From an optimization exercise on the open Yosys and OpenROAD flow, aimed at small area and a short achievable clock period; shortcuts taken in it are not production practice. The RTL was checked by simulation tests, not by an equivalence proof against the original design.

build 73:
Design MAC, start of the top module:
module MAC(A,B,out,clk,reset);
  input [15:0] A,B;
  input clk,reset;
  output [35:0] out;
  reg [35:0] x;
  reg [35:0] y;
  wire [35:0] acc = out;
  wire [35:0] nx, ny;
  reg cr;    
  wire ncr;
  wire na0, nb0;
  INV uia0 (A[0], na0);
  INV uib0 (B[0], nb0);
  wire na1, nb1;
  INV uia1 (A[1], na1);
  INV uib1 (B[1], nb1);
  wire na2, nb2;
  INV uia2 (A[2], na2);
  INV uib2 (B[2], nb2);
  wire na3, nb3;
  INV uia3 (A[3], na3);
  INV uib3 (B[3], nb3);
  wire na4, nb4;
  INV uia4 (A[4], na4);
  INV uib4 (B[4], nb4);
  wire na5, nb5;
  INV uia5 (A[5], na5);
  INV uib5 (B[5], nb5);
  wire na6, nb6;
  INV uia6 (A[6], na6);
  INV uib6 (B[6], nb6);
  wire na7, nb7;
  INV uia7 (A[7], na7);
  INV uib7 (B[7], nb7);
  wire na8, nb8;
  INV uia8 (A[8], na8);
  INV uib8 (B[8], nb8);
  wire na9, nb9;
  INV uia9 (A[9], na9);
  INV uib9 (B[9], nb9);
  wire na10, nb10;
  INV uia10 (A[10], na10);
  INV uib10 (B[10], nb10);
  wire na11, nb11;
  INV uia11 (A[11], na11);
  INV uib11 (B[11], nb11);
  wire na12, nb12;
  INV uia12 (A[12], na12);
  INV uib12 (B[12], nb12);
  wire na13, nb13;
  INV uia13 (A[13], na13);
  INV uib13 (B[13], nb13);
  wire na14, nb14;
  INV uia14 (A[14], na14);
  INV uib14 (B[14], nb14);
  wire na15, nb15;
  INV uia15 (A[15], na15);
  INV uib15 (B[15], nb15);
  wire pp_0_0 = ~(na0 | nb0);
  wire pp_0_1 = ~(na0 | nb1);
  wire pp_0_2 = ~(na0 | nb2);
  wire pp_0_3 = ~(na0 | nb3);
  wire pp_0_4 = ~(na0 | nb4);
  wire pp_0_5 = ~(na0 | nb5);
  wire pp_0_6 = ~(na0 | nb6);
  wire pp_0_7 = ~(na0 | nb7);
  wire pp_0_8 = ~(na0 | nb8);
  wire pp_0_9 = ~(na0 | nb9);
  wire pp_0_10 = ~(na0 | nb10);
  wire pp_0_11 = ~(na0 | nb11);
  wire pp_0_12 = ~(na0 | nb12);
  wire pp_0_13 = ~(na0 | nb13);
  wire pp_0_14 = ~(na0 | nb14);
  wire pp_0_15 = ~(na0 | nb15);
  wire pp_1_0 = ~(na1 | nb0);
  wire pp_1_1 = ~(na1 | nb1);
  wire pp_1_2 = ~(na1 | nb2);
  wire pp_1_3 = ~(na1 | nb3);
  wire pp_1_4 = ~(na1 | nb4);
  ...
For scale: roughly 880 cells after synthesis, roughly 63 flip-flops, ~70 I/O pins, ~9800 um2 of cells after synthesis.
==> flow/config.mk <==
export PLATFORM = sky130hd
export DESIGN_NAME = MAC
export DESIGN_NICKNAME = MAC
export VERILOG_FILES = /design/flow/design.v
export SDC_FILE = /design/flow/constraint.sdc
export NUM_CORES = 4
export LEC_CHECK = 0
export CAP_MARGIN = 20
export CORE_MARGIN = 2
export CORE_UTILIZATION = 60
export PLACE_DENSITY = 0.8
export SLEW_MARGIN = 20
export SYNTH_HIERARCHICAL = 1
==> flow/constraint.sdc <==
create_clock -name core_clock -period 18.0 [get_ports {clk}]
set_input_delay 3.6000 -clock core_clock [delete_from_list [all_inputs] [get_ports {clk}]]
set_output_delay 3.6000 -clock core_clock [all_outputs]
set_load 0.01 [all_outputs]
standard.sh (not shown) runs the stock make flow with config.mk's settings and CLKGATE_MAP_FILE= SYNTH_SCRIPT=/design/flow/synth_recipe.tcl, a recipe that flattens the netlist after the stock synthesis.
==> flow/flow/run.sh <==
#!/bin/bash
# The standard layout (standard.sh: standard synthesis and ORFS flow, SDC unchanged),
# with a hook after repair_design that sizes the port buffers and the operand inverters
# (hooks.tcl); knobs.sh holds the cell choices. make's output goes to make_flow.log, each
# ORFS step's log to orfs/logs/.
set -euo pipefail
HERE=$(cd "$(dirname "$0")" && pwd)
source "$HERE/knobs.sh"
export PORT_BUF_IN PORT_BUF_OUT OPND_INV DOWNSIZE HOOK_MARGIN SWAP_CELLS
EXTRA=()
if [[ -n "${CTS_ARGS_K:-}" ]]; then EXTRA+=("CTS_ARGS=$CTS_ARGS_K"); fi
bash standard.sh BUFFER_PORTS_ARGS="-buffer_cell $PORT_BUF_IN" POST_RESIZE_TCL="$HERE/hooks.tcl" SETUP_SLACK_MARGIN=$MARGIN ${EXTRA[@]+"${EXTRA[@]}"} finish > make_flow.log 2>&1
==> flow/flow/hooks.tcl <==
# Sourced by ORFS after repair_design in the resize step (POST_RESIZE_TCL).
# Port buffers: inputs get $::env(PORT_BUF_IN), outputs $::env(PORT_BUF_OUT).
# Inverters fed by an input buffer (the operand inverters of the NOR partial
# products, each driving 16 gates) get $::env(OPND_INV).
set block [ord::get_db_block]
set n_in 0; set n_out 0; set n_inv 0
foreach bterm [$block getBTerms] {
  set net [$bterm getNet]
  if {$net eq "NULL"} continue
  set name [$bterm getName]
  if {$name eq "clk"} continue
  if {[$bterm getIoType] eq "INPUT"} {
    foreach it [$net getITerms] {
      set inst [$it getInst]
      set m [[$inst getMaster] getName]
      if {![string match "sky130_fd_sc_hd__*buf*" $m]} continue
      if {$m ne $::env(PORT_BUF_IN)} { replace_cell [get_cells [$inst getName]] [get_lib_cells $::env(PORT_BUF_IN)] }
      incr n_in
      foreach ot [$inst getITerms] {
        if {![$ot isOutputSignal]} continue
        set onet [$ot getNet]
        if {$onet eq "NULL"} continue
        foreach lt [$onet getITerms] {
          set li [$lt getInst]
          set lm [[$li getMaster] getName]
          if {[string match "sky130_fd_sc_hd__inv_*" $lm] && [$lt isInputSignal] && $::env(OPND_INV) ne ""} {
            replace_cell [get_cells [$li getName]] [get_lib_cells $::env(OPND_INV)]
            incr n_inv
          }
        }
      }
    }
  } else {
    foreach it [$net getITerms] {
      if {![$it isOutputSignal]} continue
      set inst [$it getInst]
      set m [[$inst getMaster] getName]
      if {![string match "sky130_fd_sc_hd__*buf*" $m]} continue
      if {$m ne $::env(PORT_BUF_OUT)} { replace_cell [get_cells [$inst getName]] [get_lib_cells $::env(PORT_BUF_OUT)] }
      incr n_out
    }
  }
}
puts "hooks: $n_in input buffers, $n_out output buffers, $n_inv operand inverters resized"

# Optional: every other cell to its drive-1 size (synthesis picks larger ones for speed),
# then repair_timing aiming at $::env(HOOK_MARGIN) ns of setup slack, so that only the
# cells on the paths that set the achieved period are sized up.
if {[info exists ::env(DOWNSIZE)] && $::env(DOWNSIZE)} {
  set n_down 0
  foreach inst [$block getInsts] {
    set m [[$inst getMaster] getName]
    if {[string match "*dfrtp*" $m] || [string match "*dfstp*" $m]} continue
    if {![regexp {^(sky130_fd_sc_hd__[a-z0-9]+)_([0-9]+)$} $m -> base sz]} continue
    if {$sz <= 1} continue
    set iname [$inst getName]
    if {[string match "input*" $iname] || [string match "output*" $iname]} continue
    if {[string match "sky130_fd_sc_hd__inv*" $m] && $::env(OPND_INV) eq $m} continue
    set lc [get_lib_cells -quiet ${base}_1]
    if {$lc eq ""} continue
    replace_cell [get_cells $iname] $lc
    incr n_down
  }
  puts "hooks: $n_down cells downsized"
}
if {[info exists ::env(HOOK_MARGIN)] && $::env(HOOK_MARGIN) > 0} {
  estimate_parasitics -placement
  puts "hooks: worst slack before [sta::worst_slack_cmd max]"
  repair_timing -setup -setup_margin $::env(HOOK_MARGIN) -match_cell_footprint -verbose
  puts "hooks: worst slack after [sta::worst_slack_cmd max]"
}

# Optional: given cell masters swapped wholesale (e.g. every fa_1 to fa_2), from SWAP_CELLS
# as "from1 to1 from2 to2 ...".
if {[info exists ::env(SWAP_CELLS)] && $::env(SWAP_CELLS) ne ""} {
  set n_sw 0
  foreach {from to} $::env(SWAP_CELLS) {
    set lc [get_lib_cells $to]
    foreach inst [$block getInsts] {
      if {[[$inst getMaster] getName] eq $from} {
        replace_cell [get_cells [$inst getName]] $lc
        incr n_sw
      }
    }
  }
  puts "hooks: $n_sw cells swapped"
}
==> flow/flow/knobs.sh <==
PORT_BUF_IN=sky130_fd_sc_hd__buf_1
PORT_BUF_OUT=sky130_fd_sc_hd__buf_2
OPND_INV=sky130_fd_sc_hd__inv_4
MARGIN=0
DOWNSIZE=0
HOOK_MARGIN=0
CTS_ARGS_K="-sink_clustering_enable -repair_clock_nets -dont_use_dummy_load -buf_list sky130_fd_sc_hd__clkbuf_8"
SWAP_CELLS="sky130_fd_sc_hd__fa_1 sky130_fd_sc_hd__fa_2"
Modified inputs, build 54 compared to build 73
--- a/flow/flow/run.sh
+++ b/flow/flow/run.sh
@@ -8,3 +8,3 @@
 source "$HERE/knobs.sh"
-export PORT_BUF_IN PORT_BUF_OUT OPND_INV DOWNSIZE HOOK_MARGIN SWAP_CELLS
+export PORT_BUF_IN PORT_BUF_OUT OPND_INV DOWNSIZE HOOK_MARGIN
 EXTRA=()
--- a/flow/flow/hooks.tcl
+++ b/flow/flow/hooks.tcl
@@ -71,17 +71 @@
 }
-
-# Optional: given cell masters swapped wholesale (e.g. every fa_1 to fa_2), from SWAP_CELLS
-# as "from1 to1 from2 to2 ...".
-if {[info exists ::env(SWAP_CELLS)] && $::env(SWAP_CELLS) ne ""} {
-  set n_sw 0
-  foreach {from to} $::env(SWAP_CELLS) {
-    set lc [get_lib_cells $to]
-    foreach inst [$block getInsts] {
-      if {[[$inst getMaster] getName] eq $from} {
-        replace_cell [get_cells [$inst getName]] $lc
-        incr n_sw
-      }
-    }
-  }
-  puts "hooks: $n_sw cells swapped"
-}
==> flow/flow/knobs.sh <==
PORT_BUF_IN=sky130_fd_sc_hd__buf_1
PORT_BUF_OUT=sky130_fd_sc_hd__buf_1
OPND_INV=sky130_fd_sc_hd__inv_4
MARGIN=0
DOWNSIZE=1
HOOK_MARGIN=0
CTS_ARGS_K="-sink_clustering_enable -repair_clock_nets -dont_use_dummy_load -buf_list sky130_fd_sc_hd__clkbuf_8"
## What came out
Synthesis-to-layout area growth for build 54: 8.3 points down relative to build 73. Build 54 ended with more sequential share of cell area than build 73. Cmp build 54 vs build 73: clock tree skew after final layout lower in build 54. Build 54 against build 73: clock-buffer cell count neither gained nor lost much; global-route met1 utilization flat; critical path arrival went down. Re cell area after synthesis: no difference whatsoever between build 54 and build 73. More vias were needed by build 73 than by build 54. There was hardly any difference in die span in y between build 54 and build 73.
Setup changes, build 54 to build 25
# build 54
export LEC_CHECK = 0
export CAP_MARGIN = 20
export CORE_MARGIN = 2
export CORE_UTILIZATION = 60
export PLACE_DENSITY = 0.8
export SLEW_MARGIN = 20
export SYNTH_HIERARCHICAL = 1
create_clock -name core_clock -period 18.0 [get_ports {clk}]
# build 25
export LEC_CHECK = 0
export CAP_MARGIN = 20
export CORE_MARGIN = 2
export CORE_UTILIZATION = 40
export SLEW_MARGIN = 20
export SYNTH_HIERARCHICAL = 1
create_clock -name core_clock -period 18.0 [get_ports {clk}]
==> flow/flow/knobs.sh <==
PORT_BUF_IN=sky130_fd_sc_hd__buf_1
PORT_BUF_OUT=sky130_fd_sc_hd__buf_2
OPND_INV=sky130_fd_sc_hd__inv_4
MARGIN=0
DOWNSIZE=0
HOOK_MARGIN=0
CTS_ARGS_K="-sink_clustering_enable -repair_clock_nets -dont_use_dummy_load"
- Build 25 completed end to end with timing, DRC and antenna clean.
- Non-clock buffer count went up by a few percent going from build 54 to build 25.
- Final worst clock skew delta (build 25 -> build 54): insignificant
- [compare] base=build 54 new=build 25: routed metal-1 wirelength went up; layout overhead on the synthesized area went up.
### build 25 -> build 6
# build 25
export LEC_CHECK = 0
export CAP_MARGIN = 20
export CORE_MARGIN = 2
export CORE_UTILIZATION = 40
export SLEW_MARGIN = 20
export SYNTH_HIERARCHICAL = 1
create_clock -name core_clock -period 18.0 [get_ports {clk}]
# build 6
export LEC_CHECK = 0
export CAP_MARGIN = 20
export CORE_MARGIN = 2
export CORE_UTILIZATION = 60
export PLACE_DENSITY = 0.8
export SLEW_MARGIN = 20
export SYNTH_HIERARCHICAL = 1
create_clock -name core_clock -period 18.0 [get_ports {clk}]
--- a/flow/flow/run.sh
+++ b/flow/flow/run.sh
@@ -8,3 +8,3 @@
 source "$HERE/knobs.sh"
-export PORT_BUF_IN PORT_BUF_OUT OPND_INV DOWNSIZE HOOK_MARGIN
+export PORT_BUF_IN PORT_BUF_OUT OPND_INV DOWNSIZE HOOK_MARGIN SWAP_CELLS HOOK_SEQ
 EXTRA=()
--- a/flow/flow/hooks.tcl
+++ b/flow/flow/hooks.tcl
@@ -68,4 +68,22 @@
   puts "hooks: worst slack before [sta::worst_slack_cmd max]"
-  repair_timing -setup -setup_margin $::env(HOOK_MARGIN) -match_cell_footprint -verbose
+  set seq {}
+  if {[info exists ::env(HOOK_SEQ)] && $::env(HOOK_SEQ) ne ""} { set seq [list -sequence $::env(HOOK_SEQ)] }
+  repair_timing -setup -setup_margin $::env(HOOK_MARGIN) -match_cell_footprint {*}$seq -verbose
   puts "hooks: worst slack after [sta::worst_slack_cmd max]"
 }
+
+# Optional: given cell masters swapped wholesale (e.g. every fa_1 to fa_2), from SWAP_CELLS
+# as "from1 to1 from2 to2 ...".
+if {[info exists ::env(SWAP_CELLS)] && $::env(SWAP_CELLS) ne ""} {
+  set n_sw 0
+  foreach {from to} $::env(SWAP_CELLS) {
+    set lc [get_lib_cells $to]
+    foreach inst [$block getInsts] {
+      if {[[$inst getMaster] getName] eq $from} {
+        replace_cell [get_cells [$inst getName]] $lc
+        incr n_sw
+      }
+    }
+  }
+  puts "hooks: $n_sw cells swapped"
+}
==> flow/flow/knobs.sh <==
PORT_BUF_IN=sky130_fd_sc_hd__buf_1
PORT_BUF_OUT=sky130_fd_sc_hd__buf_2
OPND_INV=sky130_fd_sc_hd__inv_4
MARGIN=0
DOWNSIZE=0
HOOK_MARGIN=11.2
CTS_ARGS_K="-sink_clustering_enable -repair_clock_nets -dont_use_dummy_load -buf_list sky130_fd_sc_hd__clkbuf_8"
SWAP_CELLS=""
HOOK_SEQ="sizeup"
==> run summary <==
Lower arrival time at the worst endpoint was reported by build 6, not build 25.
Reported for build 25 and build 6, sequential cell count turned out identical to the last digit.
The lower post-route cell area came out of build 6.
Comparing build 6 against build 25, there is no change at all in number of gates resized after CTS.
Build 6 against build 25: clock latency at the later pin of the worst-skew pair about even.
The higher shortest clock period the worst path allows after layout of build 25 and build 6 is in build 25.
Build 6 vs build 25 — critical path required time dropped 3.81 ns.
Build 6 vs build 25 on critical path depth: build 6 is the lower one.
[build 6] met2 track demand over resource rose 13 points relative to build 25


Setup of lagoon:
Starting RTL as in the previous note.
==> flow/config.mk <==
export PLATFORM = sky130hd
export DESIGN_NAME = MAC
export DESIGN_NICKNAME = MAC
export VERILOG_FILES = /design/flow/design.v
export SDC_FILE = /design/flow/constraint.sdc
export NUM_CORES = 4
export LEC_CHECK = 0
export CAP_MARGIN = 20
export CORE_MARGIN = 2
export CORE_UTILIZATION = 40
export SLEW_MARGIN = 20
export SYNTH_HIERARCHICAL = 1
==> flow/constraint.sdc <==
create_clock -name core_clock -period 18.0 [get_ports {clk}]
set_input_delay 3.6000 -clock core_clock [delete_from_list [all_inputs] [get_ports {clk}]]
set_output_delay 3.6000 -clock core_clock [all_outputs]
set_load 0.01 [all_outputs]
==> flow/flow/run.sh <==
#!/bin/bash
# The standard layout (standard.sh: standard synthesis and ORFS flow, SDC unchanged),
# with a hook after repair_design that sizes the port buffers and the operand inverters
# (hooks.tcl); knobs.sh holds the cell choices. make's output goes to make_flow.log, each
# ORFS step's log to orfs/logs/.
set -euo pipefail
HERE=$(cd "$(dirname "$0")" && pwd)
source "$HERE/knobs.sh"
export PORT_BUF_IN PORT_BUF_OUT OPND_INV DOWNSIZE HOOK_MARGIN
EXTRA=()
if [[ -n "${CTS_ARGS_K:-}" ]]; then EXTRA+=("CTS_ARGS=$CTS_ARGS_K"); fi
bash standard.sh BUFFER_PORTS_ARGS="-buffer_cell $PORT_BUF_IN" POST_RESIZE_TCL="$HERE/hooks.tcl" SETUP_SLACK_MARGIN=$MARGIN ${EXTRA[@]+"${EXTRA[@]}"} finish > make_flow.log 2>&1
==> flow/flow/knobs.sh <==
PORT_BUF_IN=sky130_fd_sc_hd__buf_1
PORT_BUF_OUT=sky130_fd_sc_hd__buf_2
OPND_INV=sky130_fd_sc_hd__inv_4
MARGIN=0
DOWNSIZE=0
HOOK_MARGIN=0
CTS_ARGS_K="-sink_clustering_enable -repair_clock_nets -dont_use_dummy_load -buf_list sky130_fd_sc_hd__clkbuf_8"
Other scripts of this flow, unchanged in this note and not shown: flow/flow/hooks.tcl
lagoon was carried through to the last stage, and its layout satisfied the timing, DRC and antenna checks.
What pepper does differently from lagoon at the input level:
- PLACE_DENSITY now 0.8, previously not set
- CORE_UTILIZATION now 60, was 40
Findings:
- Lower relative slew slack was reported by lagoon, not pepper.
- Sort lagoon and pepper by clock skew, descending, and lagoon comes first.
- pepper gives more final design utilization than lagoon did.
- Final area: pepper better than lagoon
- For the number of cells in the finished layout apart from fillers, pepper came in 113 lower than lagoon did.
- pepper vs. lagoon: number of well taps dropped 33%; setup slack of the critical path after layout dropped 0.016 ns; worst hold margin barely changed; cell row count dropped 19%.
Here is what was changed in the inputs of xenon compared with pepper.
==> flow/flow/knobs.sh <==
PORT_BUF_IN=sky130_fd_sc_hd__buf_1
PORT_BUF_OUT=sky130_fd_sc_hd__buf_2
OPND_INV=sky130_fd_sc_hd__inv_4
MARGIN=0
DOWNSIZE=1
HOOK_MARGIN=0
CTS_ARGS_K="-sink_clustering_enable -repair_clock_nets -dont_use_dummy_load -buf_list sky130_fd_sc_hd__clkbuf_8 -sink_clustering_size 20 -sink_clustering_max_diameter 120"
==> comparison <==
In xenon, the count of filler cells inserted in the layout came out 4.9% above the value in pepper.
xenon reports a lower design area than pepper does.
xenon against pepper: achievable clock frequency picked up an extra about 1.7%, first-pass GRT wire length picked up an extra about 0.44%, share of cells above drive strength 1 lost 7.7 points.
Final number of max-transition violations: pepper vs xenon identical
Edits applied to the flow inputs when going from xenon to indigo:
- swapping 60 for 40 in CORE_UTILIZATION
- clearing PLACE_DENSITY, which used to be 0.8
==> flow/flow/knobs.sh <==
PORT_BUF_IN=sky130_fd_sc_hd__buf_1
PORT_BUF_OUT=sky130_fd_sc_hd__buf_2
OPND_INV=sky130_fd_sc_hd__inv_4
MARGIN=0
DOWNSIZE=0
HOOK_MARGIN=11.6
CTS_ARGS_K=""
Results
- Count of placed standard cells including taps in indigo is 15% above xenon.
- Side by side, signal arrival time at the worst endpoint turned out lower in indigo than in xenon.
- In the flow results for xenon and indigo, the share of the final layout cell area in sequential cells is smaller on indigo.
- Final period utilization: indigo vs xenon up 0.78 points
- Compared to xenon, indigo reaches a lower achievable clock.
- Via count: indigo worse than xenon
- The final layout from indigo, which completed every stage, passed the timing, DRC and antenna checks at the end of the flow.
- Per the final summary, xenon finished and its layout is clean on timing, DRC and antenna.
- Summary of indigo over xenon: non-clock inverter count in the final layout +about 2.3%, clock network area share +1.3 points.
- indigo vs xenon — cell area climbed by more than 10%
- Looking only at number of fillers in the final layout, and setting everything else aside, the lower value of xenon and indigo goes to xenon.
### indigo -> maple
- CAP_MARGIN: 20 -> 5
- PLACE_DENSITY: unset -> 0.8
- CORE_UTILIZATION: 40 -> 60
- SLEW_MARGIN: 20 -> 5
-- flow/flow/knobs.sh --
<<< indigo, line 4
MARGIN=0
DOWNSIZE=0
HOOK_MARGIN=11.6
CTS_ARGS_K=""
>>> maple, line 4
MARGIN=0
DOWNSIZE=1
HOOK_MARGIN=0
CTS_ARGS_K="-sink_clustering_enable -repair_clock_nets -dont_use_dummy_load -buf_list sky130_fd_sc_hd__clkbuf_8"
==> run summary <==
- maple did not stop at any stage, and its layout met the timing, DRC and antenna checks.
- Taking indigo as the reference, in maple first-pass GRT wire length -about 11%; critical path arrival increased by 3.68 ns relative to the old numbers; total of plain and repair buffers excluding clock buffers went down; met2 track demand over resource in global routing climbed 7.9 points.
- Looking at cell type of the slowest stage on the worst timing path, the sky130_fd_sc_hd__fa_1 result is from maple; the sky130_fd_sc_hd__o21ai_1 one comes from indigo.
- The share of cells above drive strength 1 of maple is lower than that of indigo.
- The initial core utilization of maple is higher than that of indigo.
Inputs modified between maple and cedar:
- CAP_MARGIN: 5 -> 20
- CORE_UTILIZATION: 60 -> 40
- PLACE_DENSITY: 0.8 -> unset
- SLEW_MARGIN: 5 -> 20
-- flow/flow/run.sh --
<<< maple, line 9
export PORT_BUF_IN PORT_BUF_OUT OPND_INV DOWNSIZE HOOK_MARGIN
EXTRA=()
if [[ -n "${CTS_ARGS_K:-}" ]]; then EXTRA+=("CTS_ARGS=$CTS_ARGS_K"); fi
bash standard.sh BUFFER_PORTS_ARGS="-buffer_cell $PORT_BUF_IN" POST_RESIZE_TCL="$HERE/hooks.tcl" SETUP_SLACK_MARGIN=$MARGIN ${EXTRA[@]+"${EXTRA[@]}"} finish > make_flow.log 2>&1
>>> cedar, line 9
export PORT_BUF_IN PORT_BUF_OUT OPND_INV DOWNSIZE HOOK_MARGIN
bash standard.sh BUFFER_PORTS_ARGS="-buffer_cell $PORT_BUF_IN" POST_RESIZE_TCL="$HERE/hooks.tcl" SETUP_SLACK_MARGIN=$MARGIN finish > make_flow.log 2>&1
==> flow/flow/knobs.sh <==
PORT_BUF_IN=sky130_fd_sc_hd__buf_1
PORT_BUF_OUT=sky130_fd_sc_hd__buf_2
OPND_INV=sky130_fd_sc_hd__inv_4
MARGIN=0
DOWNSIZE=0
HOOK_MARGIN=0
--- outcome ---
cedar vs. maple: number of global-route vias before repair fell about 0.33%; number of nets in the synthesized netlist held steady; post-layout minimum cycle time moved up. Relative to maple, global-route wire length before repair has gone up in cedar. cedar finished end to end and its layout was clean on timing, DRC and antenna. cedar ends up with a area added between synthesis and finish that is 6.1 points higher than in maple.

==> static timing again, ports no longer ideal <==
The flow's constraints put no driver on any port. The routed layouts listed below were extracted and timed again, unchanged, in two steps.
Step 1 assumes that a clkbuf_16 drives the clock port and a buf_2 every other input.
Step 2 times the ports against the registers' clock, not the clock port: input delays grow and output delays shrink by t, the midpoint of the rising clock arrivals with the driver on.
Three values: no drivers, after step 1, after step 2; two values: the first two.
run | t, ns | setup slack, ns | hold WS [ns] | slew at the worst register clock pin (ns) | pins driven straight from the clock port
build 73 | 0.386 | 11.207 / 11.169 / 10.996 | 0.459 / 0.459 / 0.459 | 0.09 / 0.09 | 1
build 54 | 0.388 | 11.334 / 11.298 / 11.002 | 0.460 / 0.460 / 0.460 | 0.08 / 0.08 | 1
build 25 | 0.382 | 11.251 / 11.239 / 10.890 | 0.456 / 0.456 / 0.456 | 0.06 / 0.06 | 1
build 6 | 0.393 | 11.295 / 11.254 / 11.063 | 0.458 / 0.458 / 0.458 | 0.09 / 0.09 | 1
lagoon | 0.409 | 11.273 / 11.228 / 10.907 | 0.459 / 0.459 / 0.459 | 0.09 / 0.09 | 1
pepper | 0.390 | 11.256 / 11.220 / 10.999 | 0.458 / 0.458 / 0.458 | 0.09 / 0.09 | 1
xenon | 0.386 | 11.371 / 11.345 / 11.003 | 0.458 / 0.458 / 0.458 | 0.09 / 0.09 | 1
indigo | 0.397 | 11.230 / 11.184 / 11.043 | 0.462 / 0.462 / 0.462 | 0.07 / 0.07 | 1
maple | 0.383 | 11.360 / 11.328 / 10.995 | 0.458 / 0.458 / 0.458 | 0.09 / 0.09 | 1
cedar | 0.389 | 11.258 / 11.217 / 10.892 | 0.458 / 0.458 / 0.458 | 0.07 / 0.07 | 1
After both steps every run listed still meets setup and hold. For xenon, which loses most, drivers alone change the setup slack by -0.026 ns; drivers and shift together by -0.368 ns.
